What follows belongs to an exercise in optimizing a design on an open flow for small area and a short achievable clock period; a production flow would make more cautious choices.
The RTL was checked by simulation tests, not by an equivalence proof against the original design.
No run shown here takes its clock network from TritonCTS; it comes from the design's own scripts or RTL.
No driver is modelled on the clock port, so clock power and skew are understated where the tree is cut down; a real chip needs a root buffer or a tree.
Power figures rest on the tool's default switching activity, not on a simulated workload.

$ cat flow/config.mk
export PLATFORM = sky130hd
export DESIGN_NAME = alu_top
export DESIGN_NICKNAME = alu_top
export VERILOG_FILES = /design/flow/design.v
export SDC_FILE = /design/flow/constraint.sdc
export NUM_CORES = 4
export LEC_CHECK = 0
export CAP_MARGIN = 20
export CORE_MARGIN = 2
export CORE_UTILIZATION = 40
export SLEW_MARGIN = 20
export SYNTH_HIERARCHICAL = 1
export TNS_END_PERCENT = 20
$ cat flow/constraint.sdc
create_clock -name core_clock -period 14.5 [get_ports {clk}]
set_input_delay 2.9000 -clock core_clock [delete_from_list [all_inputs] [get_ports {clk}]]
set_output_delay 2.9000 -clock core_clock [all_outputs]
set_load 0.01 [all_outputs]
$ cat flow/design.v
module alu_top(clk, a, b, op, out, carry_out, over_flow, zero);
input clk;
input [31:0] a, b;
input [2:0] op;
output reg [31:0] out;
output reg carry_out, over_flow, zero;
reg [31:0] a_r, b_r;
reg [2:0] op_r;
wire [31:0] alu_out;
wire alu_carry_out, alu_over_flow, alu_zero;
ALU alu_core(a_r, b_r, op_r, alu_out, alu_carry_out, alu_over_flow, alu_zero);
always @(posedge clk) begin
	a_r <= a;
	b_r <= b;
	op_r <= op;
	out <= alu_out;
	carry_out <= alu_carry_out;
	over_flow <= alu_over_flow;
	zero <= alu_zero;
end
endmodule

module lf_and2(a, b, y);
input a, b;
output y;
assign y = a & b;
endmodule
module lf_aoi21(a, b, c, y);
input a, b, c;
output y;
assign y = ~((a & b) | c);
endmodule
module lf_inv(a, y);
input a;
output y;
assign y = ~a;
endmodule
module lf_mux2(s, a, b, y);
input s, a, b;
output y;
assign y = s ? b : a;
endmodule
module lf_mux2i(s, a, b, y);
input s, a, b;
output y;
assign y = ~(s ? b : a);
endmodule
module lf_nand2(a, b, y);
input a, b;
output y;
assign y = ~(a & b);
endmodule
module lf_nand4(a, b, c, d, y);
input a, b, c, d;
output y;
assign y = ~(a & b & c & d);
endmodule
module lf_nandn(a, b, y);
input a, b;
output y;
assign y = ~(~a & b);
endmodule
module lf_nor2(a, b, y);
input a, b;
output y;
assign y = ~(a | b);
endmodule
module lf_oai21(a, b, c, y);
input a, b, c;
output y;
assign y = ~((a | b) & c);
endmodule
module lf_oai22(a, b, c, d, y);
input a, b, c, d;
output y;
assign y = ~((a | b) & (c | d));
endmodule
module lf_xnor2(a, b, y);
input a, b;
output y;
assign y = ~(a ^ b);
endmodule
module lf_xor2(a, b, y);
input a, b;
output y;
assign y = a ^ b;
endmodule
module ALU(a, b, addr, out, carry_out, over_flow, zero);
input [31:0] a, b;
input [2:0] addr;
output [31:0] out;
output carry_out, over_flow, zero;
wire op3 = (addr == 3'd3);
wire bi  = (addr == 3'd1) | op3;             
wire inv = (addr == 3'd5) | (addr == 3'd6);  
wire ci  = bi | inv;                         
wire cin_n = ~ci;
wire epn = (addr == 3'd3) | (addr == 3'd4) | (addr == 3'd5);  
wire egn = ~addr[2];                                           
wire ec  = (addr == 3'd0) | (addr == 3'd1);
wire ecn = ~ec;
wire q_1;
wire q_2;
wire q_3;
wire q_4;
wire q_5;
wire q_6;
wire q_7;
wire q_8;
wire q_9;
wire q_10;
wire q_11;
wire q_12;
wire q_13;
wire q_14;
wire q_15;
wire q_16;
wire q_17;
wire q_18;
wire q_19;
wire q_20;
wire q_21;
wire q_22;
wire q_23;
wire q_24;
wire q_25;
wire q_26;
wire q_27;
wire q_28;
wire q_29;
wire q_30;
wire q_31;
wire q_32;
wire bin_33;
wire bin_34;
wire bin_35;
wire bin_36;
wire bin_37;
wire bin_38;
wire bin_39;
wire bin_40;
wire pn_41;
wire pn_42;
wire pn_43;
wire pn_44;
wire pn_45;
wire pn_46;
wire pn_47;
wire pn_48;
wire pn_49;
wire pn_50;
wire pn_51;
wire pn_52;
wire pn_53;
wire pn_54;
wire pn_55;
wire pn_56;
wire pn_57;
wire pn_58;
wire pn_59;
wire pn_60;
wire pn_61;
wire pn_62;
wire pn_63;
wire pn_64;
wire pn_65;
wire pn_66;
wire pn_67;
wire pn_68;
wire pn_69;
wire pn_70;
wire pn_71;
wire pn_72;
wire gn_73;
wire gn_74;
wire gn_75;
wire gn_76;
wire gn_77;
wire gn_78;
wire gn_79;
wire gn_80;
wire gn_81;
wire gn_82;
wire gn_83;
wire gn_84;
wire gn_85;
wire gn_86;
wire gn_87;
wire gn_88;
wire gn_89;
wire gn_90;
wire gn_91;
wire gn_92;
wire gn_93;
wire gn_94;
wire gn_95;
wire gn_96;
wire gn_97;
wire gn_98;
wire gn_99;
wire gn_100;
wire gn_101;
wire gn_102;
wire gn_103;
wire gn_104;
wire G_105;
wire G_106;
wire G_107;
wire P_108;
wire G_109;
wire P_110;
wire G_111;
wire P_112;
wire G_113;
wire P_114;
wire G_115;
wire P_116;
wire G_117;
wire P_118;
wire G_119;
wire P_120;
wire G_121;
wire P_122;
wire G_123;
wire P_124;
wire G_125;
wire P_126;
wire G_127;
wire P_128;
wire G_129;
wire P_130;
wire G_131;
wire P_132;
wire G_133;
wire P_134;
wire G_135;
wire P_136;
wire G_137;
wire G_138;
wire P_139;
wire G_140;
wire P_141;
wire G_142;
wire P_143;
wire G_144;
wire P_145;
wire G_146;
wire P_147;
wire G_148;
wire P_149;
wire G_150;
wire P_151;
wire G_152;
wire G_153;
wire P_154;
wire G_155;
wire P_156;
wire G_157;
wire P_158;
wire G_159;
wire G_160;
wire P_161;
wire G_162;
wire i_163;
wire G_164;
wire i_165;
wire G_166;
wire G_167;
wire G_168;
wire i_169;
wire G_170;
wire G_171;
wire G_172;
wire G_173;
wire G_174;
wire i_175;
wire G_176;
wire G_177;
wire i_178;
wire G_179;
wire G_180;
wire G_181;
wire G_182;
wire G_183;
wire i_184;
wire G_185;
wire G_186;
wire G_187;
wire G_188;
wire i_189;
wire G_190;
wire G_191;
wire G_192;
wire G_193;
wire i_194;
wire G_195;
wire G_196;
wire L_197;
wire L_198;
wire kn_199;
wire M_200;
wire L_201;
wire k_202;
wire M_203;
wire L_204;
wire M_205;
wire L_206;
wire M_207;
wire L_208;
wire M_209;
wire L_210;
wire M_211;
wire L_212;
wire M_213;
wire L_214;
wire M_215;
wire L_216;
wire M_217;
wire L_218;
wire M_219;
wire L_220;
wire M_221;
wire L_222;
wire M_223;
wire L_224;
wire M_225;
wire L_226;
wire M_227;
wire L_228;
wire M_229;
wire L_230;
wire kn_231;
wire M_232;
wire L_233;
wire k_234;
wire M_235;
wire L_236;
wire M_237;
wire L_238;
wire M_239;
wire L_240;
wire M_241;
wire L_242;
wire M_243;
wire L_244;
wire M_245;
wire L_246;
wire M_247;
wire L_248;
wire M_249;
wire L_250;
wire M_251;
wire L_252;
wire M_253;
wire L_254;
wire M_255;
wire L_256;
wire M_257;
wire L_258;
wire M_259;
wire L_260;
wire M_261;
wire L_262;
wire M_263;
wire z_264;
wire z_265;
wire z_266;
wire z_267;
wire z_268;
wire z_269;
wire z_270;
wire z_271;
wire z_272;
wire z_273;
wire z_274;
wire z_275;
wire z_276;
wire z_277;
wire z_278;
wire z_279;
wire z_280;
wire z_281;
wire z_282;
wire z_283;
wire z_284;
wire z_285;
wire mb0;
wire c31 = G_196;
wire c32 = G_162;
wire p31 = ~pn_72;
wire k1 = (op3 & ~p31) | inv;
wire k0 = (op3 & p31) | inv;
wire m1 = (ec & ci) | k1;
wire m0 = (ec & ci) | k0;
assign carry_out = c32 ^ inv;
assign over_flow = c31 ^ c32;
  lf_xnor2 u0 (.a(a[0]), .b(b[0]), .y(q_1));
  lf_xnor2 u1 (.a(a[1]), .b(b[1]), .y(q_2));
  lf_xnor2 u2 (.a(a[2]), .b(b[2]), .y(q_3));
  lf_xnor2 u3 (.a(a[3]), .b(b[3]), .y(q_4));
  lf_xnor2 u4 (.a(a[4]), .b(b[4]), .y(q_5));
  lf_xnor2 u5 (.a(a[5]), .b(b[5]), .y(q_6));
  lf_xnor2 u6 (.a(a[6]), .b(b[6]), .y(q_7));
  lf_xnor2 u7 (.a(a[7]), .b(b[7]), .y(q_8));
  lf_xnor2 u8 (.a(a[8]), .b(b[8]), .y(q_9));
  lf_xnor2 u9 (.a(a[9]), .b(b[9]), .y(q_10));
  lf_xnor2 u10 (.a(a[10]), .b(b[10]), .y(q_11));
  lf_xnor2 u11 (.a(a[11]), .b(b[11]), .y(q_12));
  lf_xnor2 u12 (.a(a[12]), .b(b[12]), .y(q_13));
  lf_xnor2 u13 (.a(a[13]), .b(b[13]), .y(q_14));
  lf_xnor2 u14 (.a(a[14]), .b(b[14]), .y(q_15));
  lf_xnor2 u15 (.a(a[15]), .b(b[15]), .y(q_16));
  lf_xnor2 u16 (.a(a[16]), .b(b[16]), .y(q_17));
  lf_xnor2 u17 (.a(a[17]), .b(b[17]), .y(q_18));
  lf_xnor2 u18 (.a(a[18]), .b(b[18]), .y(q_19));
  lf_xnor2 u19 (.a(a[19]), .b(b[19]), .y(q_20));
  lf_xnor2 u20 (.a(a[20]), .b(b[20]), .y(q_21));
  lf_xnor2 u21 (.a(a[21]), .b(b[21]), .y(q_22));
  lf_xnor2 u22 (.a(a[22]), .b(b[22]), .y(q_23));
  lf_xnor2 u23 (.a(a[23]), .b(b[23]), .y(q_24));
  lf_xnor2 u24 (.a(a[24]), .b(b[24]), .y(q_25));
  lf_xnor2 u25 (.a(a[25]), .b(b[25]), .y(q_26));
  lf_xnor2 u26 (.a(a[26]), .b(b[26]), .y(q_27));
  lf_xnor2 u27 (.a(a[27]), .b(b[27]), .y(q_28));
  lf_xnor2 u28 (.a(a[28]), .b(b[28]), .y(q_29));
  lf_xnor2 u29 (.a(a[29]), .b(b[29]), .y(q_30));
  lf_xnor2 u30 (.a(a[30]), .b(b[30]), .y(q_31));
  lf_xnor2 u31 (.a(a[31]), .b(b[31]), .y(q_32));
  lf_nandn u32 (.a(addr[2]), .b(addr[0]), .y(bin_33));
  lf_nandn u33 (.a(addr[2]), .b(addr[0]), .y(bin_34));
  lf_nandn u34 (.a(addr[2]), .b(addr[0]), .y(bin_35));
  lf_nandn u35 (.a(addr[2]), .b(addr[0]), .y(bin_36));
  lf_nandn u36 (.a(addr[2]), .b(addr[0]), .y(bin_37));
  lf_nandn u37 (.a(addr[2]), .b(addr[0]), .y(bin_38));
  lf_nandn u38 (.a(addr[2]), .b(addr[0]), .y(bin_39));
  lf_nandn u39 (.a(addr[2]), .b(addr[0]), .y(bin_40));
  lf_xnor2 u40 (.a(q_1), .b(bin_33), .y(pn_41));
  lf_xnor2 u41 (.a(q_2), .b(bin_33), .y(pn_42));
  lf_xnor2 u42 (.a(q_3), .b(bin_33), .y(pn_43));
  lf_xnor2 u43 (.a(q_4), .b(bin_33), .y(pn_44));
  lf_xnor2 u44 (.a(q_5), .b(bin_34), .y(pn_45));
  lf_xnor2 u45 (.a(q_6), .b(bin_34), .y(pn_46));
  lf_xnor2 u46 (.a(q_7), .b(bin_34), .y(pn_47));
  lf_xnor2 u47 (.a(q_8), .b(bin_34), .y(pn_48));
  lf_xnor2 u48 (.a(q_9), .b(bin_35), .y(pn_49));
  lf_xnor2 u49 (.a(q_10), .b(bin_35), .y(pn_50));
  lf_xnor2 u50 (.a(q_11), .b(bin_35), .y(pn_51));
  lf_xnor2 u51 (.a(q_12), .b(bin_35), .y(pn_52));
  lf_xnor2 u52 (.a(q_13), .b(bin_36), .y(pn_53));
  lf_xnor2 u53 (.a(q_14), .b(bin_36), .y(pn_54));
  lf_xnor2 u54 (.a(q_15), .b(bin_36), .y(pn_55));
  lf_xnor2 u55 (.a(q_16), .b(bin_36), .y(pn_56));
  lf_xnor2 u56 (.a(q_17), .b(bin_37), .y(pn_57));
  lf_xnor2 u57 (.a(q_18), .b(bin_37), .y(pn_58));
  lf_xnor2 u58 (.a(q_19), .b(bin_37), .y(pn_59));
  lf_xnor2 u59 (.a(q_20), .b(bin_37), .y(pn_60));
  lf_xnor2 u60 (.a(q_21), .b(bin_38), .y(pn_61));
  lf_xnor2 u61 (.a(q_22), .b(bin_38), .y(pn_62));
  lf_xnor2 u62 (.a(q_23), .b(bin_38), .y(pn_63));
  lf_xnor2 u63 (.a(q_24), .b(bin_38), .y(pn_64));
  lf_xnor2 u64 (.a(q_25), .b(bin_39), .y(pn_65));
  lf_xnor2 u65 (.a(q_26), .b(bin_39), .y(pn_66));
  lf_xnor2 u66 (.a(q_27), .b(bin_39), .y(pn_67));
  lf_xnor2 u67 (.a(q_28), .b(bin_39), .y(pn_68));
  lf_xnor2 u68 (.a(q_29), .b(bin_40), .y(pn_69));
  lf_xnor2 u69 (.a(q_30), .b(bin_40), .y(pn_70));
  lf_xnor2 u70 (.a(q_31), .b(bin_40), .y(pn_71));
  lf_xnor2 u71 (.a(q_32), .b(bin_40), .y(pn_72));
  lf_nand2 u72 (.a(a[0]), .b(pn_41), .y(gn_73));
  lf_nand2 u73 (.a(a[1]), .b(pn_42), .y(gn_74));
  lf_nand2 u74 (.a(a[2]), .b(pn_43), .y(gn_75));
  lf_nand2 u75 (.a(a[3]), .b(pn_44), .y(gn_76));
  lf_nand2 u76 (.a(a[4]), .b(pn_45), .y(gn_77));
  lf_nand2 u77 (.a(a[5]), .b(pn_46), .y(gn_78));
  lf_nand2 u78 (.a(a[6]), .b(pn_47), .y(gn_79));
  lf_nand2 u79 (.a(a[7]), .b(pn_48), .y(gn_80));
  lf_nand2 u80 (.a(a[8]), .b(pn_49), .y(gn_81));
  lf_nand2 u81 (.a(a[9]), .b(pn_50), .y(gn_82));
  lf_nand2 u82 (.a(a[10]), .b(pn_51), .y(gn_83));
  lf_nand2 u83 (.a(a[11]), .b(pn_52), .y(gn_84));
  lf_nand2 u84 (.a(a[12]), .b(pn_53), .y(gn_85));
  lf_nand2 u85 (.a(a[13]), .b(pn_54), .y(gn_86));
  lf_nand2 u86 (.a(a[14]), .b(pn_55), .y(gn_87));
  lf_nand2 u87 (.a(a[15]), .b(pn_56), .y(gn_88));
  lf_nand2 u88 (.a(a[16]), .b(pn_57), .y(gn_89));
  lf_nand2 u89 (.a(a[17]), .b(pn_58), .y(gn_90));
  lf_nand2 u90 (.a(a[18]), .b(pn_59), .y(gn_91));
  lf_nand2 u91 (.a(a[19]), .b(pn_60), .y(gn_92));
  lf_nand2 u92 (.a(a[20]), .b(pn_61), .y(gn_93));
  lf_nand2 u93 (.a(a[21]), .b(pn_62), .y(gn_94));
  lf_nand2 u94 (.a(a[22]), .b(pn_63), .y(gn_95));
  lf_nand2 u95 (.a(a[23]), .b(pn_64), .y(gn_96));
  lf_nand2 u96 (.a(a[24]), .b(pn_65), .y(gn_97));
  lf_nand2 u97 (.a(a[25]), .b(pn_66), .y(gn_98));
  lf_nand2 u98 (.a(a[26]), .b(pn_67), .y(gn_99));
  lf_nand2 u99 (.a(a[27]), .b(pn_68), .y(gn_100));
  lf_nand2 u100 (.a(a[28]), .b(pn_69), .y(gn_101));
  lf_nand2 u101 (.a(a[29]), .b(pn_70), .y(gn_102));
  lf_nand2 u102 (.a(a[30]), .b(pn_71), .y(gn_103));
  lf_nand2 u103 (.a(a[31]), .b(pn_72), .y(gn_104));
  lf_mux2i u104 (.s(pn_41), .a(ci), .b(a[0]), .y(G_105));
  lf_oai21 u105 (.a(pn_42), .b(G_105), .c(gn_74), .y(G_106));
  lf_oai21 u106 (.a(pn_44), .b(gn_75), .c(gn_76), .y(G_107));
  lf_nor2 u107 (.a(pn_44), .b(pn_43), .y(P_108));
  lf_oai21 u108 (.a(pn_46), .b(gn_77), .c(gn_78), .y(G_109));
  lf_nor2 u109 (.a(pn_46), .b(pn_45), .y(P_110));
  lf_oai21 u110 (.a(pn_48), .b(gn_79), .c(gn_80), .y(G_111));
  lf_nor2 u111 (.a(pn_48), .b(pn_47), .y(P_112));
  lf_oai21 u112 (.a(pn_50), .b(gn_81), .c(gn_82), .y(G_113));
  lf_nor2 u113 (.a(pn_50), .b(pn_49), .y(P_114));
  lf_oai21 u114 (.a(pn_52), .b(gn_83), .c(gn_84), .y(G_115));
  lf_nor2 u115 (.a(pn_52), .b(pn_51), .y(P_116));
  lf_oai21 u116 (.a(pn_54), .b(gn_85), .c(gn_86), .y(G_117));
  lf_nor2 u117 (.a(pn_54), .b(pn_53), .y(P_118));
  lf_oai21 u118 (.a(pn_56), .b(gn_87), .c(gn_88), .y(G_119));
  lf_nor2 u119 (.a(pn_56), .b(pn_55), .y(P_120));
  lf_oai21 u120 (.a(pn_58), .b(gn_89), .c(gn_90), .y(G_121));
  lf_nor2 u121 (.a(pn_58), .b(pn_57), .y(P_122));
  lf_oai21 u122 (.a(pn_60), .b(gn_91), .c(gn_92), .y(G_123));
  lf_nor2 u123 (.a(pn_60), .b(pn_59), .y(P_124));
  lf_oai21 u124 (.a(pn_62), .b(gn_93), .c(gn_94), .y(G_125));
  lf_nor2 u125 (.a(pn_62), .b(pn_61), .y(P_126));
  lf_oai21 u126 (.a(pn_64), .b(gn_95), .c(gn_96), .y(G_127));
  lf_nor2 u127 (.a(pn_64), .b(pn_63), .y(P_128));
  lf_oai21 u128 (.a(pn_66), .b(gn_97), .c(gn_98), .y(G_129));
  lf_nor2 u129 (.a(pn_66), .b(pn_65), .y(P_130));
  lf_oai21 u130 (.a(pn_68), .b(gn_99), .c(gn_100), .y(G_131));
  lf_nor2 u131 (.a(pn_68), .b(pn_67), .y(P_132));
  lf_oai21 u132 (.a(pn_70), .b(gn_101), .c(gn_102), .y(G_133));
  lf_nor2 u133 (.a(pn_70), .b(pn_69), .y(P_134));
  lf_oai21 u134 (.a(pn_72), .b(gn_103), .c(gn_104), .y(G_135));
  lf_nor2 u135 (.a(pn_72), .b(pn_71), .y(P_136));
  lf_aoi21 u136 (.a(P_108), .b(G_106), .c(G_107), .y(G_137));
  lf_aoi21 u137 (.a(P_112), .b(G_109), .c(G_111), .y(G_138));
  lf_nand2 u138 (.a(P_112), .b(P_110), .y(P_139));
  lf_aoi21 u139 (.a(P_116), .b(G_113), .c(G_115), .y(G_140));
  lf_nand2 u140 (.a(P_116), .b(P_114), .y(P_141));
  lf_aoi21 u141 (.a(P_120), .b(G_117), .c(G_119), .y(G_142));
  lf_nand2 u142 (.a(P_120), .b(P_118), .y(P_143));
  lf_aoi21 u143 (.a(P_124), .b(G_121), .c(G_123), .y(G_144));
  lf_nand2 u144 (.a(P_124), .b(P_122), .y(P_145));
  lf_aoi21 u145 (.a(P_128), .b(G_125), .c(G_127), .y(G_146));
  lf_nand2 u146 (.a(P_128), .b(P_126), .y(P_147));
  lf_aoi21 u147 (.a(P_132), .b(G_129), .c(G_131), .y(G_148));
  lf_nand2 u148 (.a(P_132), .b(P_130), .y(P_149));
  lf_aoi21 u149 (.a(P_136), .b(G_133), .c(G_135), .y(G_150));
  lf_nand2 u150 (.a(P_136), .b(P_134), .y(P_151));
  lf_oai21 u151 (.a(P_139), .b(G_137), .c(G_138), .y(G_152));
  lf_oai21 u152 (.a(P_143), .b(G_140), .c(G_142), .y(G_153));
  lf_nor2 u153 (.a(P_143), .b(P_141), .y(P_154));
  lf_oai21 u154 (.a(P_147), .b(G_144), .c(G_146), .y(G_155));
  lf_nor2 u155 (.a(P_147), .b(P_145), .y(P_156));
  lf_oai21 u156 (.a(P_151), .b(G_148), .c(G_150), .y(G_157));
  lf_nor2 u157 (.a(P_151), .b(P_149), .y(P_158));
  lf_aoi21 u158 (.a(P_154), .b(G_152), .c(G_153), .y(G_159));
  lf_aoi21 u159 (.a(P_158), .b(G_155), .c(G_157), .y(G_160));
  lf_nand2 u160 (.a(P_158), .b(P_156), .y(P_161));
  lf_oai21 u161 (.a(P_161), .b(G_159), .c(G_160), .y(G_162));
  lf_inv u162 (.a(G_159), .y(i_163));
  lf_aoi21 u163 (.a(P_156), .b(i_163), .c(G_155), .y(G_164));
  lf_inv u164 (.a(G_152), .y(i_165));
  lf_oai21 u165 (.a(P_141), .b(i_165), .c(G_140), .y(G_166));
  lf_oai21 u166 (.a(P_145), .b(G_159), .c(G_144), .y(G_167));
  lf_oai21 u167 (.a(P_149), .b(G_164), .c(G_148), .y(G_168));
  lf_inv u168 (.a(G_137), .y(i_169));
  lf_aoi21 u169 (.a(P_110), .b(i_169), .c(G_109), .y(G_170));
  lf_aoi21 u170 (.a(P_114), .b(G_152), .c(G_113), .y(G_171));
  lf_aoi21 u171 (.a(P_118), .b(G_166), .c(G_117), .y(G_172));
  lf_aoi21 u172 (.a(P_122), .b(i_163), .c(G_121), .y(G_173));
  lf_aoi21 u173 (.a(P_126), .b(G_167), .c(G_125), .y(G_174));
  lf_inv u174 (.a(G_164), .y(i_175));
  lf_aoi21 u175 (.a(P_130), .b(i_175), .c(G_129), .y(G_176));
  lf_aoi21 u176 (.a(P_134), .b(G_168), .c(G_133), .y(G_177));
  lf_inv u177 (.a(G_106), .y(i_178));
  lf_oai21 u178 (.a(pn_43), .b(i_178), .c(gn_75), .y(G_179));
  lf_oai21 u179 (.a(pn_45), .b(G_137), .c(gn_77), .y(G_180));
  lf_oai21 u180 (.a(pn_47), .b(G_170), .c(gn_79), .y(G_181));
  lf_oai21 u181 (.a(pn_49), .b(i_165), .c(gn_81), .y(G_182));
  lf_oai21 u182 (.a(pn_51), .b(G_171), .c(gn_83), .y(G_183));
  lf_inv u183 (.a(G_166), .y(i_184));
  lf_oai21 u184 (.a(pn_53), .b(i_184), .c(gn_85), .y(G_185));
  lf_oai21 u185 (.a(pn_55), .b(G_172), .c(gn_87), .y(G_186));
  lf_oai21 u186 (.a(pn_57), .b(G_159), .c(gn_89), .y(G_187));
  lf_oai21 u187 (.a(pn_59), .b(G_173), .c(gn_91), .y(G_188));
  lf_inv u188 (.a(G_167), .y(i_189));
  lf_oai21 u189 (.a(pn_61), .b(i_189), .c(gn_93), .y(G_190));
  lf_oai21 u190 (.a(pn_63), .b(G_174), .c(gn_95), .y(G_191));
  lf_oai21 u191 (.a(pn_65), .b(G_164), .c(gn_97), .y(G_192));
  lf_oai21 u192 (.a(pn_67), .b(G_176), .c(gn_99), .y(G_193));
  lf_inv u193 (.a(G_168), .y(i_194));
  lf_oai21 u194 (.a(pn_69), .b(i_194), .c(gn_101), .y(G_195));
  lf_oai21 u195 (.a(pn_71), .b(G_177), .c(gn_103), .y(G_196));
  lf_oai22 u196 (.a(pn_41), .b(epn), .c(gn_73), .d(egn), .y(L_197));
  lf_xor2 u197 (.a(L_197), .b(mb0), .y(out[0]));
  lf_oai22 u198 (.a(pn_42), .b(epn), .c(gn_74), .d(egn), .y(L_198));
  lf_mux2i u199 (.s(G_162), .a(k0), .b(k1), .y(kn_199));
  lf_oai21 u200 (.a(G_105), .b(ecn), .c(kn_199), .y(M_200));
  lf_xor2 u201 (.a(L_198), .b(M_200), .y(out[1]));
  lf_oai22 u202 (.a(pn_43), .b(epn), .c(gn_75), .d(egn), .y(L_201));
  lf_mux2 u203 (.s(G_162), .a(k0), .b(k1), .y(k_202));
  lf_aoi21 u204 (.a(G_106), .b(ec), .c(k_202), .y(M_203));
  lf_xnor2 u205 (.a(L_201), .b(M_203), .y(out[2]));
  lf_oai22 u206 (.a(pn_44), .b(epn), .c(gn_76), .d(egn), .y(L_204));
  lf_aoi21 u207 (.a(G_179), .b(ec), .c(k_202), .y(M_205));
  lf_xnor2 u208 (.a(L_204), .b(M_205), .y(out[3]));
  lf_oai22 u209 (.a(pn_45), .b(epn), .c(gn_77), .d(egn), .y(L_206));
  lf_oai21 u210 (.a(G_137), .b(ecn), .c(kn_199), .y(M_207));
  lf_xor2 u211 (.a(L_206), .b(M_207), .y(out[4]));
  lf_oai22 u212 (.a(pn_46), .b(epn), .c(gn_78), .d(egn), .y(L_208));
  lf_aoi21 u213 (.a(G_180), .b(ec), .c(k_202), .y(M_209));
  lf_xnor2 u214 (.a(L_208), .b(M_209), .y(out[5]));
  lf_oai22 u215 (.a(pn_47), .b(epn), .c(gn_79), .d(egn), .y(L_210));
  lf_oai21 u216 (.a(G_170), .b(ecn), .c(kn_199), .y(M_211));
  lf_xor2 u217 (.a(L_210), .b(M_211), .y(out[6]));
  lf_oai22 u218 (.a(pn_48), .b(epn), .c(gn_80), .d(egn), .y(L_212));
  lf_aoi21 u219 (.a(G_181), .b(ec), .c(k_202), .y(M_213));
  lf_xnor2 u220 (.a(L_212), .b(M_213), .y(out[7]));
  lf_oai22 u221 (.a(pn_49), .b(epn), .c(gn_81), .d(egn), .y(L_214));
  lf_aoi21 u222 (.a(G_152), .b(ec), .c(k_202), .y(M_215));
  lf_xnor2 u223 (.a(L_214), .b(M_215), .y(out[8]));
  lf_oai22 u224 (.a(pn_50), .b(epn), .c(gn_82), .d(egn), .y(L_216));
  lf_aoi21 u225 (.a(G_182), .b(ec), .c(k_202), .y(M_217));
  lf_xnor2 u226 (.a(L_216), .b(M_217), .y(out[9]));
  lf_oai22 u227 (.a(pn_51), .b(epn), .c(gn_83), .d(egn), .y(L_218));
  lf_oai21 u228 (.a(G_171), .b(ecn), .c(kn_199), .y(M_219));
  lf_xor2 u229 (.a(L_218), .b(M_219), .y(out[10]));
  lf_oai22 u230 (.a(pn_52), .b(epn), .c(gn_84), .d(egn), .y(L_220));
  lf_aoi21 u231 (.a(G_183), .b(ec), .c(k_202), .y(M_221));
  lf_xnor2 u232 (.a(L_220), .b(M_221), .y(out[11]));
  lf_oai22 u233 (.a(pn_53), .b(epn), .c(gn_85), .d(egn), .y(L_222));
  lf_aoi21 u234 (.a(G_166), .b(ec), .c(k_202), .y(M_223));
  lf_xnor2 u235 (.a(L_222), .b(M_223), .y(out[12]));
  lf_oai22 u236 (.a(pn_54), .b(epn), .c(gn_86), .d(egn), .y(L_224));
  lf_aoi21 u237 (.a(G_185), .b(ec), .c(k_202), .y(M_225));
  lf_xnor2 u238 (.a(L_224), .b(M_225), .y(out[13]));
  lf_oai22 u239 (.a(pn_55), .b(epn), .c(gn_87), .d(egn), .y(L_226));
  lf_oai21 u240 (.a(G_172), .b(ecn), .c(kn_199), .y(M_227));
  lf_xor2 u241 (.a(L_226), .b(M_227), .y(out[14]));
  lf_oai22 u242 (.a(pn_56), .b(epn), .c(gn_88), .d(egn), .y(L_228));
  lf_aoi21 u243 (.a(G_186), .b(ec), .c(k_202), .y(M_229));
  lf_xnor2 u244 (.a(L_228), .b(M_229), .y(out[15]));
  lf_oai22 u245 (.a(pn_57), .b(epn), .c(gn_89), .d(egn), .y(L_230));
  lf_mux2i u246 (.s(G_162), .a(k0), .b(k1), .y(kn_231));
  lf_oai21 u247 (.a(G_159), .b(ecn), .c(kn_231), .y(M_232));
  lf_xor2 u248 (.a(L_230), .b(M_232), .y(out[16]));
  lf_oai22 u249 (.a(pn_58), .b(epn), .c(gn_90), .d(egn), .y(L_233));
  lf_mux2 u250 (.s(G_162), .a(k0), .b(k1), .y(k_234));
  lf_aoi21 u251 (.a(G_187), .b(ec), .c(k_234), .y(M_235));
  lf_xnor2 u252 (.a(L_233), .b(M_235), .y(out[17]));
  lf_oai22 u253 (.a(pn_59), .b(epn), .c(gn_91), .d(egn), .y(L_236));
  lf_oai21 u254 (.a(G_173), .b(ecn), .c(kn_231), .y(M_237));
  lf_xor2 u255 (.a(L_236), .b(M_237), .y(out[18]));
  lf_oai22 u256 (.a(pn_60), .b(epn), .c(gn_92), .d(egn), .y(L_238));
  lf_aoi21 u257 (.a(G_188), .b(ec), .c(k_234), .y(M_239));
  lf_xnor2 u258 (.a(L_238), .b(M_239), .y(out[19]));
  lf_oai22 u259 (.a(pn_61), .b(epn), .c(gn_93), .d(egn), .y(L_240));
  lf_aoi21 u260 (.a(G_167), .b(ec), .c(k_234), .y(M_241));
  lf_xnor2 u261 (.a(L_240), .b(M_241), .y(out[20]));
  lf_oai22 u262 (.a(pn_62), .b(epn), .c(gn_94), .d(egn), .y(L_242));
  lf_aoi21 u263 (.a(G_190), .b(ec), .c(k_234), .y(M_243));
  lf_xnor2 u264 (.a(L_242), .b(M_243), .y(out[21]));
  lf_oai22 u265 (.a(pn_63), .b(epn), .c(gn_95), .d(egn), .y(L_244));
  lf_oai21 u266 (.a(G_174), .b(ecn), .c(kn_231), .y(M_245));
  lf_xor2 u267 (.a(L_244), .b(M_245), .y(out[22]));
  lf_oai22 u268 (.a(pn_64), .b(epn), .c(gn_96), .d(egn), .y(L_246));
  lf_aoi21 u269 (.a(G_191), .b(ec), .c(k_234), .y(M_247));
  lf_xnor2 u270 (.a(L_246), .b(M_247), .y(out[23]));
  lf_oai22 u271 (.a(pn_65), .b(epn), .c(gn_97), .d(egn), .y(L_248));
  lf_oai21 u272 (.a(G_164), .b(ecn), .c(kn_231), .y(M_249));
  lf_xor2 u273 (.a(L_248), .b(M_249), .y(out[24]));
  lf_oai22 u274 (.a(pn_66), .b(epn), .c(gn_98), .d(egn), .y(L_250));
  lf_aoi21 u275 (.a(G_192), .b(ec), .c(k_234), .y(M_251));
  lf_xnor2 u276 (.a(L_250), .b(M_251), .y(out[25]));
  lf_oai22 u277 (.a(pn_67), .b(epn), .c(gn_99), .d(egn), .y(L_252));
  lf_oai21 u278 (.a(G_176), .b(ecn), .c(kn_231), .y(M_253));
  lf_xor2 u279 (.a(L_252), .b(M_253), .y(out[26]));
  lf_oai22 u280 (.a(pn_68), .b(epn), .c(gn_100), .d(egn), .y(L_254));
  lf_aoi21 u281 (.a(G_193), .b(ec), .c(k_234), .y(M_255));
  lf_xnor2 u282 (.a(L_254), .b(M_255), .y(out[27]));
  lf_oai22 u283 (.a(pn_69), .b(epn), .c(gn_101), .d(egn), .y(L_256));
  lf_aoi21 u284 (.a(G_168), .b(ec), .c(k_234), .y(M_257));
  lf_xnor2 u285 (.a(L_256), .b(M_257), .y(out[28]));
  lf_oai22 u286 (.a(pn_70), .b(epn), .c(gn_102), .d(egn), .y(L_258));
  lf_aoi21 u287 (.a(G_195), .b(ec), .c(k_234), .y(M_259));
  lf_xnor2 u288 (.a(L_258), .b(M_259), .y(out[29]));
  lf_oai22 u289 (.a(pn_71), .b(epn), .c(gn_103), .d(egn), .y(L_260));
  lf_oai21 u290 (.a(G_177), .b(ecn), .c(kn_231), .y(M_261));
  lf_xor2 u291 (.a(L_260), .b(M_261), .y(out[30]));
  lf_oai22 u292 (.a(pn_72), .b(epn), .c(gn_104), .d(egn), .y(L_262));
  lf_aoi21 u293 (.a(G_196), .b(ec), .c(k_234), .y(M_263));
  lf_xnor2 u294 (.a(L_262), .b(M_263), .y(out[31]));
  lf_nor2 u295 (.a(out[0]), .b(out[1]), .y(z_264));
  lf_nor2 u296 (.a(out[2]), .b(out[3]), .y(z_265));
  lf_nor2 u297 (.a(out[4]), .b(out[5]), .y(z_266));
  lf_nor2 u298 (.a(out[6]), .b(out[7]), .y(z_267));
  lf_nor2 u299 (.a(out[8]), .b(out[9]), .y(z_268));
  lf_nor2 u300 (.a(out[10]), .b(out[11]), .y(z_269));
  lf_nor2 u301 (.a(out[12]), .b(out[13]), .y(z_270));
  lf_nor2 u302 (.a(out[14]), .b(out[15]), .y(z_271));
  lf_nor2 u303 (.a(out[16]), .b(out[17]), .y(z_272));
  lf_nor2 u304 (.a(out[18]), .b(out[19]), .y(z_273));
  lf_nor2 u305 (.a(out[20]), .b(out[21]), .y(z_274));
  lf_nor2 u306 (.a(out[22]), .b(out[23]), .y(z_275));
  lf_nor2 u307 (.a(out[24]), .b(out[25]), .y(z_276));
  lf_nor2 u308 (.a(out[26]), .b(out[27]), .y(z_277));
  lf_nor2 u309 (.a(out[28]), .b(out[29]), .y(z_278));
  lf_nor2 u310 (.a(out[30]), .b(out[31]), .y(z_279));
  lf_nand4 u311 (.a(z_264), .b(z_265), .c(z_266), .d(z_267), .y(z_280));
  lf_nand4 u312 (.a(z_268), .b(z_269), .c(z_270), .d(z_271), .y(z_281));
  lf_nand4 u313 (.a(z_272), .b(z_273), .c(z_274), .d(z_275), .y(z_282));
  lf_nand4 u314 (.a(z_276), .b(z_277), .c(z_278), .d(z_279), .y(z_283));
  lf_nor2 u315 (.a(z_280), .b(z_281), .y(z_284));
  lf_nor2 u316 (.a(z_282), .b(z_283), .y(z_285));
  lf_and2 u317 (.a(z_284), .b(z_285), .y(zero));
lf_mux2 um (.s(c32), .a(m0), .b(m1), .y(mb0));   
endmodule
$ cat flow/flow/run.sh
#!/bin/bash
# The standard layout (standard.sh) with these changes to how it is made:
#  - the port buffers are sky130 buf_1 rather than the resizer's default pick;
#  - before floorplanning every combinational cell is set to drive strength 1
#    (flow/downsize.tcl), so only the resizer's timing repair sizes cells up;
#  - the timing repair aims at a setup slack margin of SETUP_MARGIN ns;
#  - the clock port drives MCTS_K buffers that each drive the flip-flops of
#    one region (flow/cts_hook.tcl), instead of TritonCTS's two-level tree.
# Each tool's output goes to ORFS's own per-step logs under orfs/logs; make's
# output goes to standard.log.
export BUFFER_PORTS_ARGS="-buffer_cell sky130_fd_sc_hd__buf_1"
export SETUP_SLACK_MARGIN=${SETUP_MARGIN:-10.7}
export PRE_FLOORPLAN_TCL=$PWD/flow/downsize.tcl
export MCTS_K=${MCTS_K:-4}
export MCTS_CELL=${MCTS_CELL:-sky130_fd_sc_hd__buf_12}
export PRE_CTS_TCL=$PWD/flow/cts_hook.tcl
bash standard.sh > standard.log 2>&1
$ cat flow/flow/cts_hook.tcl
# Clock distribution with one level of buffers: the clock port drives
# K buffer cells, each driving the flip-flops of one region of the
# core (the flip-flops split into K groups of equal size by position).
proc manual_cts {K {cell sky130_fd_sc_hd__clkbuf_16}} {
  set block [ord::get_db_block]
  set clknet [$block findNet clk]
  set master [[ord::get_db] findMaster $cell]
  set sinks {}
  foreach it [$clknet getITerms] {
    set inst [$it getInst]
    set xy [$inst getLocation]
    lappend sinks [list $it [lindex $xy 0] [lindex $xy 1]]
  }
  # split along the longer side of the sinks' bounding box
  set xs [lsort -integer [lmap s $sinks {lindex $s 1}]]
  set ys [lsort -integer [lmap s $sinks {lindex $s 2}]]
  set idx [expr {([lindex $xs end] - [lindex $xs 0]) >= ([lindex $ys end] - [lindex $ys 0]) ? 1 : 2}]
  set sinks [lsort -integer -index $idx $sinks]
  set n [llength $sinks]
  for {set g 0} {$g < $K} {incr g} {
    set lo [expr {$g * $n / $K}]
    set hi [expr {($g + 1) * $n / $K - 1}]
    set grp [lrange $sinks $lo $hi]
    set inst [odb::dbInst_create $block $master "clkbuf_m_$g"]
    set net [odb::dbNet_create $block "clk_m_$g"]
    $net setSigType CLOCK
    [$inst findITerm A] connect $clknet
    [$inst findITerm X] connect $net
    set sx 0; set sy 0
    foreach s $grp {
      set it [lindex $s 0]
      $it disconnect
      $it connect $net
      incr sx [lindex $s 1]; incr sy [lindex $s 2]
    }
    set m [llength $grp]
    $inst setLocation [expr {$sx / $m}] [expr {$sy / $m}]
    $inst setPlacementStatus PLACED
  }
}

# Used as the PRE_CTS hook of the standard flow: build the one-level clock
# distribution here, then let cts.tcl go on (detailed placement, timing
# repair) with TritonCTS's own tree building turned into a no-op.
manual_cts $::env(MCTS_K) $::env(MCTS_CELL)
set_propagated_clock [all_clocks]
rename clock_tree_synthesis tritoncts_clock_tree_synthesis
proc clock_tree_synthesis {args} {
  puts "cts_hook.tcl: clock_tree_synthesis skipped (one-level clock buffers built in the PRE_CTS hook)"
}
$ cat flow/flow/downsize.tcl
# Start placement from the smallest drive of every combinational cell that
# synthesis sized up; the timing repair later in the flow sizes up again only
# the cells on paths that need it. Flip-flops are left as synthesis made them.
set db [ord::get_db]
set n 0
foreach inst [[ord::get_db_block] getInsts] {
  set m [[$inst getMaster] getName]
  if {[regexp {^(sky130_fd_sc_hd__([a-z0-9]+))_([0-9]+)$} $m -> base kind sz] && $sz > 1
      && ![string match df* $kind] && ![string match sdf* $kind] && ![string match dl* $kind]} {
    set nm [$db findMaster ${base}_1]
    if {$nm ne "NULL"} {
      $inst swapMaster $nm
      incr n
    }
  }
}
puts "downsize.tcl: $n cells set to drive strength 1"
$ cat flow/standard.sh
#!/bin/bash
# synth_recipe.tcl (not shown) runs the flow's synth.tcl, then flattens the netlist and writes it again
# the make line also repeats each setting of config.mk as NAME=value (left out here)
make -C /OpenROAD-flow-scripts/flow DESIGN_CONFIG=/design/flow/config.mk WORK_HOME=/design/flow/orfs CLKGATE_MAP_FILE= SYNTH_SCRIPT=/design/flow/synth_recipe.tcl "${@:-finish}"
==> results of run 1 <==
-- sequential cells by signal, summed over array words and instances (netlist names) --
signal     flops
over_flow      1
a_r           32
out           32
zero           1
op_r           3
carry_out      1
b_r           32
-- path summary, 6_finish.rpt --
kind,slack (ns),endpoint
worst max-delay path,10.94,out[13]
worst min-delay path,0.64,carry_out
worst max register to register,10.99,zero
worst min register to register,0.64,carry_out
-- placed cells by master (no fill, tap or decap), types with 2 or more instances in the layout --
cell type,count
a21o_1,2
a21oi_1,35
a21oi_4,2
buf_1,102
buf_12,4
buf_4,3
dfxtp_1,100
inv_1,9
mux2_1,2
mux2i_1,2
mux2i_2,2
nand2_1,44
nand2b_1,6
nand2b_2,3
nand4_1,4
nor2_1,37
o21ai_0,2
o21ai_1,48
o21ai_4,2
o22ai_1,32
xnor2_1,79
xnor2_2,7
xor2_1,14
-- metrics by stage --
step	setup WS (ns)	power [µW]	utilization (%)	hold WS, ns
floorplan	11.05	506.7	-	0.5944
global placement	10.22	575.3	47.25	0.6576
detailed placement	10.06	576.3	47.25	0.6597
CTS	10.76	692.3	48.53	0.6329
global route	10.71	734.4	49.40	0.6979
finish	10.94	692.8	49.40	0.6356
-- power breakdown --
group / switching [µW] / internal [µW]
logic: 142 / 90.6
clock network: 67.6 / 45.0
registers: 18.8 / 329
total: 229 / 464
-- layer usage --
layer / GRT usage (%) / wire length (µm) / vias up
met1: 22.50 / 4479 / 1509
li1: - / - / 1721
met3: 0.9895 / 367 / 8
met4: 2.190 / 115 / 0
met5: 0 / 0 / -
met2: 26.68 / 4130 / 83
-- cell type report --
| type | instances | area [µm²] | share of cell area (%) |
|---|---|---|---|
| Multi-Input combinational cell | 328 | 2137 | 43.85 |
| Sequential cell | 102 | 2047 | 42.00 |
| Timing Repair Buffer | 105 | 405.4 | 8.318 |
| Tap cell | 133 | 166.4 | 3.415 |
| Buffer | 4 | 80.08 | 1.643 |
| Inverter | 10 | 37.54 | 0.7702 |
-- what timing repair did --
action	4_1_cts	5_1_grt
setup buffers	1	1
resized for setup	11	13
pin swaps	1	2
endpoints found under the setup margin	33	1
==> metrics.md, run 1 <==
| Metric | Value |
|---|---|
| Status | `no timing/DRC/antenna violations` |
| Layout cell share with drive strength beyond 1 | `5.100%` |
| Kind of start point of the critical path | `flop` |
| Row count | `36` |
| DR vias | `3321` |
| Die area | `11090 µm²` |
| Max Slew Vio Count | `0` |
| Largest net degree at the start of global routing | `34` |
| Routed WL | `9093 µm` |
| Fin nets | `619` |
| Clk latency of the worst-skew pair | `0.13 ns` |
| Chip height | `105.3 µm` |
| Highest clock rate | `281.1 MHz` |
| Core area | `9864 µm²` |
| Post-DP HPWL | `6889 µm` |
| Die X | `105.3 µm` |
| Iteration-0 DRC Markers | `104` |
| CP max FO | `1` |
| Fill cells | `990` |
| Reg clk slew, reported paths | `0.10 ns` |
| GPL Wtd Cong | `0.8295` |
| ANT nets after route | `0` |
| Unrepaired setup endpoints after global routing | `false` |
| Initial antenna violation count | `0` |
| Area after DPL | `4661 µm²` |
| Ys Warns | `7` |
| Post-Syn Instances | `441` |
| Cts hold-fix bufs | `0` |
| Crit path max-delay cell type | `dfxtp_1` |
| Rel. slew slack | `48.84%` |
| IO buf count | `102` |
| CP cell instances | `buf_1` |
| Critical path's top delay family | `flip-flops` |
| Cell Pwr Density | `142.2 nW/µm²` |
| Global-route wire length before repair | `14700 µm` |
| Non-filler instance count after layout | `682` |
| Wire per inst | `13.33 µm` |
| Antenna cells | `0` |
| WS Path Type | `flop to output pin` |
| Min Tclk post-route | `3.558 ns` |
| Initial core utilization | `41.60%` |
| Hold_sp | `op_r[2]` |
| GRT Overall Usage | `15.72%` |
| Total grt overflow | `0` |
| Min-Delay Path Class | `flop to flop` |
| Clock Skew | `0.007915 ns` |
| Reg2reg start | `op_r[2]` |
| Max-cap viol count | `0` |
| Critical path's largest stage delay | `0.36 ns` |
| Worst-Margin Slew | `0.7666 ns` |
| Critical path buffer and inverter count | `1` |
| Arr. time, crit path | `0.66 ns` |
| DRC viols | `0` |
| Hold violation total from the final report | `0` |
| Post-route cell area | `4873 µm²` |
| Period utilisation layout | `24.54%` |
| Io pins | `103` |
| DRT Pass-1 Iters | `4` |
| CP Depth | `1` |
| # setup viols final | `0` |
| Setup crit start | `out[13]` |
| Vias per Instance | `4.870` |
| Max VDD drop | `0.06206 mV` |
| P_leak | `0.001784 µW` |
| Setup TNS | `0 ns` |
| Vias in the first global route | `3171` |
| Syn Nets | `509` |
| Placed cells | `676` |
| Hold path depth | `2` |
| Crit end category | `output pin` |
| Worst Path Required | `11.60 ns` |
| Worst r2r path cells | `15` |
==> run 2: changes to the inputs <==
--- a/flow/config.mk
+++ b/flow/config.mk
@@ -10,4 +10,4 @@
 export CORE_UTILIZATION = 40
+export GPL_TIMING_DRIVEN = 1
 export SLEW_MARGIN = 20
 export SYNTH_HIERARCHICAL = 1
-export TNS_END_PERCENT = 20
==> metrics.md, run 2 <==
| Metric | Value |
|---|---|
| Status | `no timing/DRC/antenna violations` |
| Iteration-0 DRC Markers | `104` |
| Antenna cells | `0` |
| IO buf count | `102` |
| ANT nets after route | `0` |
| Clock Skew | `0.007915 ns` |
| Critical path's largest stage delay | `0.36 ns` |
| Worst-Margin Slew | `0.7666 ns` |
| Vias in the first global route | `3171` |
| Critical path buffer and inverter count | `1` |
| Hold Slack | `0.6356 ns` |
| Row count | `36` |
| Global-route wire length before repair | `14700 µm` |
| Max VDD drop | `0.06206 mV` |
| Placed cells | `676` |
| DR vias | `3321` |
| Crit end category | `output pin` |
| Worst Path Required | `11.60 ns` |
| Slack of the critical path | `10.94 ns` |
| Max-cap viol count | `0` |
| CP cell instances | `buf_1` |
| Syn Nets | `509` |
| Top Registers | `a_r (32), b_r (32), out (32)` |
| Max Slew Vio Count | `0` |
| Io pins | `103` |
| Post-layout util | `49.40%` |
| Vias per Instance | `4.870` |
| Die X | `105.3 µm` |
| P_leak | `0.001784 µW` |
| Min Tclk post-route | `3.558 ns` |
| Initial core utilization | `41.60%` |
| Commonest non-fill, non-tap cell in the layout | `buf_1` |
| Highest clock rate | `281.1 MHz` |
| Reg clk slew, reported paths | `0.10 ns` |
| Min-Delay Path Class | `flop to flop` |
| Setup TNS | `0 ns` |
| Fin nets | `619` |
| Non-filler instance count after layout | `682` |
| Wire per inst | `13.33 µm` |
| GRT Overall Usage | `15.72%` |
| Total grt overflow | `0` |
| Core area | `9864 µm²` |
| Period utilisation layout | `24.54%` |
| Post-DP HPWL | `6889 µm` |
| Cts hold-fix bufs | `0` |
| Cell Pwr Density | `142.2 nW/µm²` |
| Rel. slew slack | `48.84%` |
| DRC viols | `0` |
| Die area | `11090 µm²` |
| DRT Pass-1 Iters | `4` |
| Crit path max-delay cell type | `dfxtp_1` |
| Clk latency of the worst-skew pair | `0.13 ns` |
| Most frequent cells in the layout | `buf_1 (102), dfxtp_1 (100), xnor2_1 (79)` |
| WS Path Type | `flop to output pin` |
| Largest net degree at the start of global routing | `34` |
| Routed WL | `9093 µm` |
| Chip height | `105.3 µm` |
| Kind of start point of the critical path | `flop` |
| Post-Syn Instances | `441` |
| GPL Wtd Cong | `0.8295` |
| Critical path's top delay family | `flip-flops` |
| Fill cells | `990` |
| Unrepaired setup endpoints after global routing | `false` |
| Initial antenna violation count | `0` |
| Arr. time, crit path | `0.66 ns` |
| # setup viols final | `0` |
| Ys Warns | `7` |
| Pre-CTS WS | `10.06 ns` |
| Hold violation total from the final report | `0` |
| Layout cell share with drive strength beyond 1 | `5.100%` |
| CP max FO | `1` |
run 2: cell counts in the layout (fill, tap and decap cells not counted):
Identical to the previous run, type by type.
run 2: final timing paths:
path	start	endpoint	slack, ns	cells past startpoint
worst max-delay path	out[13]	out[13]	10.94	1
worst min-delay path	op_r[2]	carry_out	0.64	2
worst max register to register	op_r[2]	zero	10.99	15
worst min register to register	op_r[2]	carry_out	0.64	2
run 2: area by class of cell:
class	instances	area (µm²)	share of cell area [%]
Buffer	4	80.08	1.643
Timing Repair Buffer	105	405.4	8.318
Inverter	10	37.54	0.7702
Multi-Input combinational cell	328	2137	43.85
Sequential cell	102	2047	42.00
Tap cell	133	166.4	3.415
run 2: report_power, final:
part,internal [µW],total [µW],switching [µW]
registers,329,347,18.8
logic,90.6,233,142
clock network,45.0,113,67.6
total,464,693,229
run 2: timing repair:
| item | in CTS | in global routing |
|---|---|---|
| pin swaps | 1 | 2 |
| gates resized for setup | 11 | 13 |
| setup endpoints to repair | 33 | 1 |
| buffers inserted | 1 | 1 |
run 2: metal layers:
| layer | share of wire, % | up-vias | track usage [%] | routed length (µm) |
|---|---|---|---|---|
| met5 | 0 | - | 0 | 0 |
| met4 | 1.3 | 0 | 2.190 | 115 |
| met1 | 49 | 1509 | 22.50 | 4479 |
| met2 | 45 | 83 | 26.68 | 4130 |
| li1 | - | 1721 | - | - |
| met3 | 4.0 | 8 | 0.9895 | 367 |
run 2: per-stage QoR:
step	cell area, µm²	power [µW]
floorplan	4104	506.7
finish	4873	692.8
CTS	4787	692.3
global placement	4661	575.3
detailed placement	4661	576.3
global route	4873	734.4
==> run 3: changes to the inputs <==
--- a/flow/config.mk
+++ b/flow/config.mk
@@ -9,4 +9,3 @@
 export CORE_MARGIN = 2
-export CORE_UTILIZATION = 40
-export GPL_TIMING_DRIVEN = 1
+export CORE_UTILIZATION = 55
 export SLEW_MARGIN = 20
==> metrics.md, run 3 <==
| Metric | Value |
|---|---|
| Status | `no timing/DRC/antenna violations` |
| Max VDD drop | `0.06310 mV` |
| Total grt overflow | `0` |
| Arr. time, crit path | `3.71 ns` |
| Pre-CTS WS | `10.08 ns` |
| DRT Pass-1 Iters | `4` |
| Clk latency of the worst-skew pair | `0.14 ns` |
| Layout cell share with drive strength beyond 1 | `6.679%` |
| Max Slew Vio Count | `0` |
| RR Endpoint | `zero` |
| Worst r2r path cells | `16` |
| GPL Wtd Cong | `0.8843` |
| Hold_sp | `op_r[2]` |
| Hold violation total from the final report | `0` |
| Ys Warns | `7` |
| DRC viols | `0` |
| Min-Delay Path Class | `flop to flop` |
| Global-route wire length before repair | `13920 µm` |
| Antenna cells | `0` |
| Post-route cell area | `4908 µm²` |
| Critical path's largest stage delay | `0.48 ns` |
| Largest net degree at the start of global routing | `34` |
| Fin nets | `624` |
| CP max FO | `10` |
| Crit end category | `flop` |
| Rel. slew slack | `52.72%` |
| Post-DP HPWL | `6388 µm` |
| ANT nets after route | `0` |
| Hold Slack | `0.6425 ns` |
| Row count | `31` |
| Io pins | `103` |
| Crit path max-delay cell type | `mux2_2` |
| Routed WL | `8443 µm` |
| Die X | `90.38 µm` |
| Hold path depth | `2` |
| R2R setup slack | `10.88 ns` |
| Worst Path Required | `14.59 ns` |
| Cell Pwr Density | `141.2 nW/µm²` |
| Initial antenna violation count | `0` |
| Vias per Instance | `5.106` |
| # setup viols final | `0` |
| Hold Path Sink | `carry_out` |
| Critical path buffer and inverter count | `1` |
| GR Util met3 | `1.169%` |
| Iteration-0 DRC Markers | `129` |
| Syn Nets | `509` |
| GRT Overall Usage | `19.82%` |
| Area after DPL | `4618 µm²` |
| GRT met2 Usage | `34.21%` |
| Slack of the critical path | `10.88 ns` |
| Power Total | `693.3 µW` |
| Post-Syn Instances | `441` |
| Max-cap viol count | `0` |
| Min Tclk post-route | `3.618 ns` |
| Most frequent cells in the layout | `buf_1 (102), dfxtp_1 (100), xnor2_1 (76)` |
| Highest clock rate | `276.4 MHz` |
| CP cell instances | `xnor2_1 > xnor2_2 > mux2i_1 > o21ai_1 > a21oi_2 > o21ai_2 > a21oi_2 > buf_4 > o21ai_4 > mux2_2 > a21oi_1 > xnor2_1 > nor2_1 > nand4_1 > nor2_1 > and2_1` |
| Clock Skew | `0.009516 ns` |
| IO buf count | `102` |
| Met1 Usage GRT | `28.52%` |
| Reg2reg start | `a_r[0]` |
| Wire per inst | `12.93 µm` |
| WS Path Type | `flop to flop` |
| Top Registers | `a_r (32), b_r (32), out (32)` |
| Critical path's top delay family | `compound AO/OA/AOI/OAI gates` |
| Unrepaired setup endpoints after global routing | `false` |
| Reg clk slew, reported paths | `0.10 ns` |
| P_leak | `0.001833 µW` |
| Period utilisation layout | `24.96%` |
| Core area | `7253 µm²` |
| Setup TNS | `0 ns` |
| Layer with the highest usage | `met2` |
| Die area | `8169 µm²` |
| Worst-Margin Slew | `0.7085 ns` |
| Chip height | `90.38 µm` |
| Initial core utilization | `56.58%` |
| DR vias | `3334` |
| Kind of start point of the critical path | `flop` |
| Commonest non-fill, non-tap cell in the layout | `buf_1` |
| Vias in the first global route | `3070` |
==> run 3: worst max path at each step <==
stage | startpoint | endpoint | slack, ns | cells after the start
final | a_r[0] | zero | 10.88 | 16
after global placement | op_r[0] | zero | 10.26 | 15
after CTS | op_r[2] | zero | 10.74 | 18
after detailed placement | op_r[0] | zero | 10.08 | 15
after floorplan | op_r[2] | zero | 11.05 | 15
after global routing | a_r[0] | zero | 10.65 | 18
==> run 3: metrics by stage <==
| stage | utilization [%] | std cells |
|---|---|---|
| 6_report | 67.67 | 653 |
| 4_1_cts | 65.36 | 647 |
| 3_3_place_gp | 63.67 | 642 |
| 2_1_floorplan | - | 441 |
| 5_1_grt | 67.67 | 653 |
| 3_5_place_dp | 63.67 | 642 |
==> run 3: power by group <==
part	internal [µW]	switching, µW
Sequential	328	17.4
Combinational	94.8	140
Clock	45.0	68.0
Total	468	225
==> run 3: what timing repair did <==
action / CTS / global route
buffers inserted: 1 / 5
hold buffers: 0 / 0
pin swaps: 1 / 3
resized for setup: 9 / 20
endpoints found under the setup margin: 33 / 1
gates cloned: 0 / 0
==> run 3: layout make-up <==
type	count	area (µm²)
buffer	4	80.08
fill	632	2345
inverter	10	37.54
multi-input combinational	328	2155
sequential	102	2049
tap	99	123.9
timing repair buffer	110	462.9
==> run 3: layer usage <==
layer,up-vias,share of wire (%),routed length (µm)
met4,0,0.85,72
met5,-,0,0
met3,5,5.1,432
li1,1739,-,-
met1,1484,47,3935
met2,106,47,4002
==> run 3: tightest hold or removal path, cell delays in order, from the launching register on <==
cell,delay (ns)
dfxtp_4,0.40
nand2_1,0.12
xnor2_1,0.08
==> run 4: changes to the inputs <==
--- a/flow/config.mk
+++ b/flow/config.mk
@@ -9,3 +9,3 @@
 export CORE_MARGIN = 2
-export CORE_UTILIZATION = 55
+export CORE_UTILIZATION = 30
 export SLEW_MARGIN = 20
==> metrics.md, run 4 <==
| Metric | Value |
|---|---|
| Switching Power | `236.9 µW` |
| Register area | `2049 µm²` |
| Rel. slew slack | `36.59%` |
| GPL Wtd Cong | `0.8262` |
| Unrepaired setup endpoints after global routing | `false` |
| Cts hold-fix bufs | `0` |
| GRT Overall Usage | `13.15%` |
| DRT Pass-1 Iters | `4` |
| Register share of total power | `49.8%` |
| Crit path max-delay cell type | `dfxtp_1` |
| CP max FO | `1` |
| Die X | `121.0 µm` |
| Clock Skew | `0.01188 ns` |
| Min Tclk post-route | `3.586 ns` |
| Setup TNS | `0 ns` |
| Post-Syn Instances | `441` |
| Row count | `42` |
| Arr. time, crit path | `0.69 ns` |
| Global-route wire length before repair | `15860 µm` |
| Commonest non-fill, non-tap cell in the layout | `buf_1` |
| Layout cell share with drive strength beyond 1 | `6.318%` |
| ANT nets after route | `0` |
| Io pins | `103` |
| Highest clock rate | `278.9 MHz` |
| Period utilisation layout | `24.73%` |
| Cell Pwr Density | `141.3 nW/µm²` |
| Ys Warns | `7` |
| Worst-Margin Slew | `0.9327 ns` |
| GR Util met3 | `0.7989%` |
| Largest net degree at the start of global routing | `34` |
| Kind of start point of the critical path | `flop` |
| Fill cells | `1338` |
| Crit end category | `output pin` |
| P_leak | `0.001820 µW` |
| Critical path buffer and inverter count | `1` |
| WS Path Type | `flop to output pin` |
| Initial antenna violation count | `0` |
| Total grt overflow | `0` |
| Die area | `14630 µm²` |
| Vias per Instance | `4.670` |
| Max Slew Vio Count | `0` |
| Switching Share | `33.64%` |
| Chip height | `121.0 µm` |
| Cell-internal power | `467.4 µW` |
| IO buf count | `102` |
| Power Total | `704.3 µW` |
| Max VDD drop | `0.04029 mV` |
| Met1 Usage GRT | `18.50%` |
| Vias in the first global route | `3294` |
| Reg clk slew, reported paths | `0.11 ns` |
| Iteration-0 DRC Markers | `169` |
| Status | `no timing/DRC/antenna violations` |
| Fin nets | `624` |
| Area after DPL | `4722 µm²` |
| DR vias | `3409` |
| GRT met2 Usage | `22.12%` |
| CP cell instances | `buf_1` |
| Post-DP HPWL | `7612 µm` |
| Core area | `13300 µm²` |
| Most frequent cells in the layout | `buf_1 (102), dfxtp_1 (100), xnor2_1 (78)` |
| Min-Delay Path Class | `flop to flop` |
| Clk latency of the worst-skew pair | `0.14 ns` |
| Initial core utilization | `30.87%` |
| Max-cap viol count | `0` |
| Layer with the highest usage | `met2` |
| Routed WL | `10060 µm` |
| Worst Path Required | `11.60 ns` |
| Syn Nets | `509` |
| # setup viols final | `0` |
| Clock power share | `16.4%` |
| Post-layout util | `37.49%` |
| Multi-input logic area | `2155 µm²` |
| Logic gate share of total power | `33.8%` |
| DRC viols | `0` |
| Antenna cells | `0` |
| Critical path's top delay family | `flip-flops` |
| Wire per inst | `13.78 µm` |
| Top Registers | `a_r (32), b_r (32), out (32)` |
| Critical path's largest stage delay | `0.38 ns` |
| Hold violation total from the final report | `0` |
| Post-route cell area | `4985 µm²` |
## run 4: area by class of cell
class | instances | area share, %
multi-input cells | 328 | 43.22
inverters | 10 | 0.7530
repair buffers | 110 | 8.886
well taps | 176 | 4.418
flip-flops and latches | 102 | 41.11
plain buffers | 4 | 1.606
## run 4: metal layers
layer / up-vias / share of wire [%]
li1: 1735 / -
met1: 1579 / 45
met2: 82 / 48
met3: 13 / 4.3
met4: 0 / 2.1
met5: - / 0
## run 4: power by group through the flow
stage | Sequential, µW | Combinational, µW | Clock, µW
3_3_place_gp | 358 | 223 | 0
3_5_place_dp | 359 | 223 | 0
2_1_floorplan | 370 | 137 | 0
4_1_cts | 352 | 228 | 120
6_report | 351 | 238 | 116
5_1_grt | 356 | 263 | 131
## run 4: repair_timing
item	4_1_cts	5_1_grt
resized for setup	12	17
buffers inserted	1	5
pin swaps	1	2
setup endpoints to repair	33	1
## run 4: worst paths after layout
kind,cells past startpoint,from,slack [ns],end
worst min register to register,2,op_r[2],0.68,carry_out
worst min-delay path,2,op_r[2],0.68,carry_out
worst max-delay path,1,out[26],10.91,out[26]
worst max register to register,18,op_r[2],11.01,zero
## run 4: through the flow
stage | hold WS [ns] | std cells | setup WS (ns)
after floorplan | 0.5944 | 441 | 11.05
after global placement | 0.6604 | 720 | 10.14
after detailed placement | 0.6639 | 720 | 9.993
after CTS | 0.6715 | 725 | 10.76
after global routing | 0.7150 | 730 | 10.69
final | 0.6766 | 730 | 10.91

separate check: timing with driven ports:
In the flow no input, the clock included, has a driving cell. The finished layouts below were timed again as built, in two steps. Step 1: set_driving_cell puts a clkbuf_16 on clk and a buf_2 on each other input, an assumption about the parent block. Step 2 adds t to the input delays and takes it off the output delays; t is the mean of the earliest and latest rising clock arrival at the registers after step 1. Input paths then give back, and output paths get back, about the clock's delay inside the block. a / b / c = ideal ports / drivers / drivers and shift; a / b = the first two.
run	t (ns)	slack for setup (ns)	slew at the worst register clock pin (ns)
run 1	0.204	10.942 / 10.867 / 10.994	0.10 / 0.10
run 2	0.204	10.942 / 10.867 / 10.994	0.10 / 0.10
run 3	0.206	10.881 / 10.870 / 10.881	0.10 / 0.10
run 4	0.216	10.914 / 10.832 / 11.014	0.11 / 0.11
After both steps setup and hold are still met in every run listed.
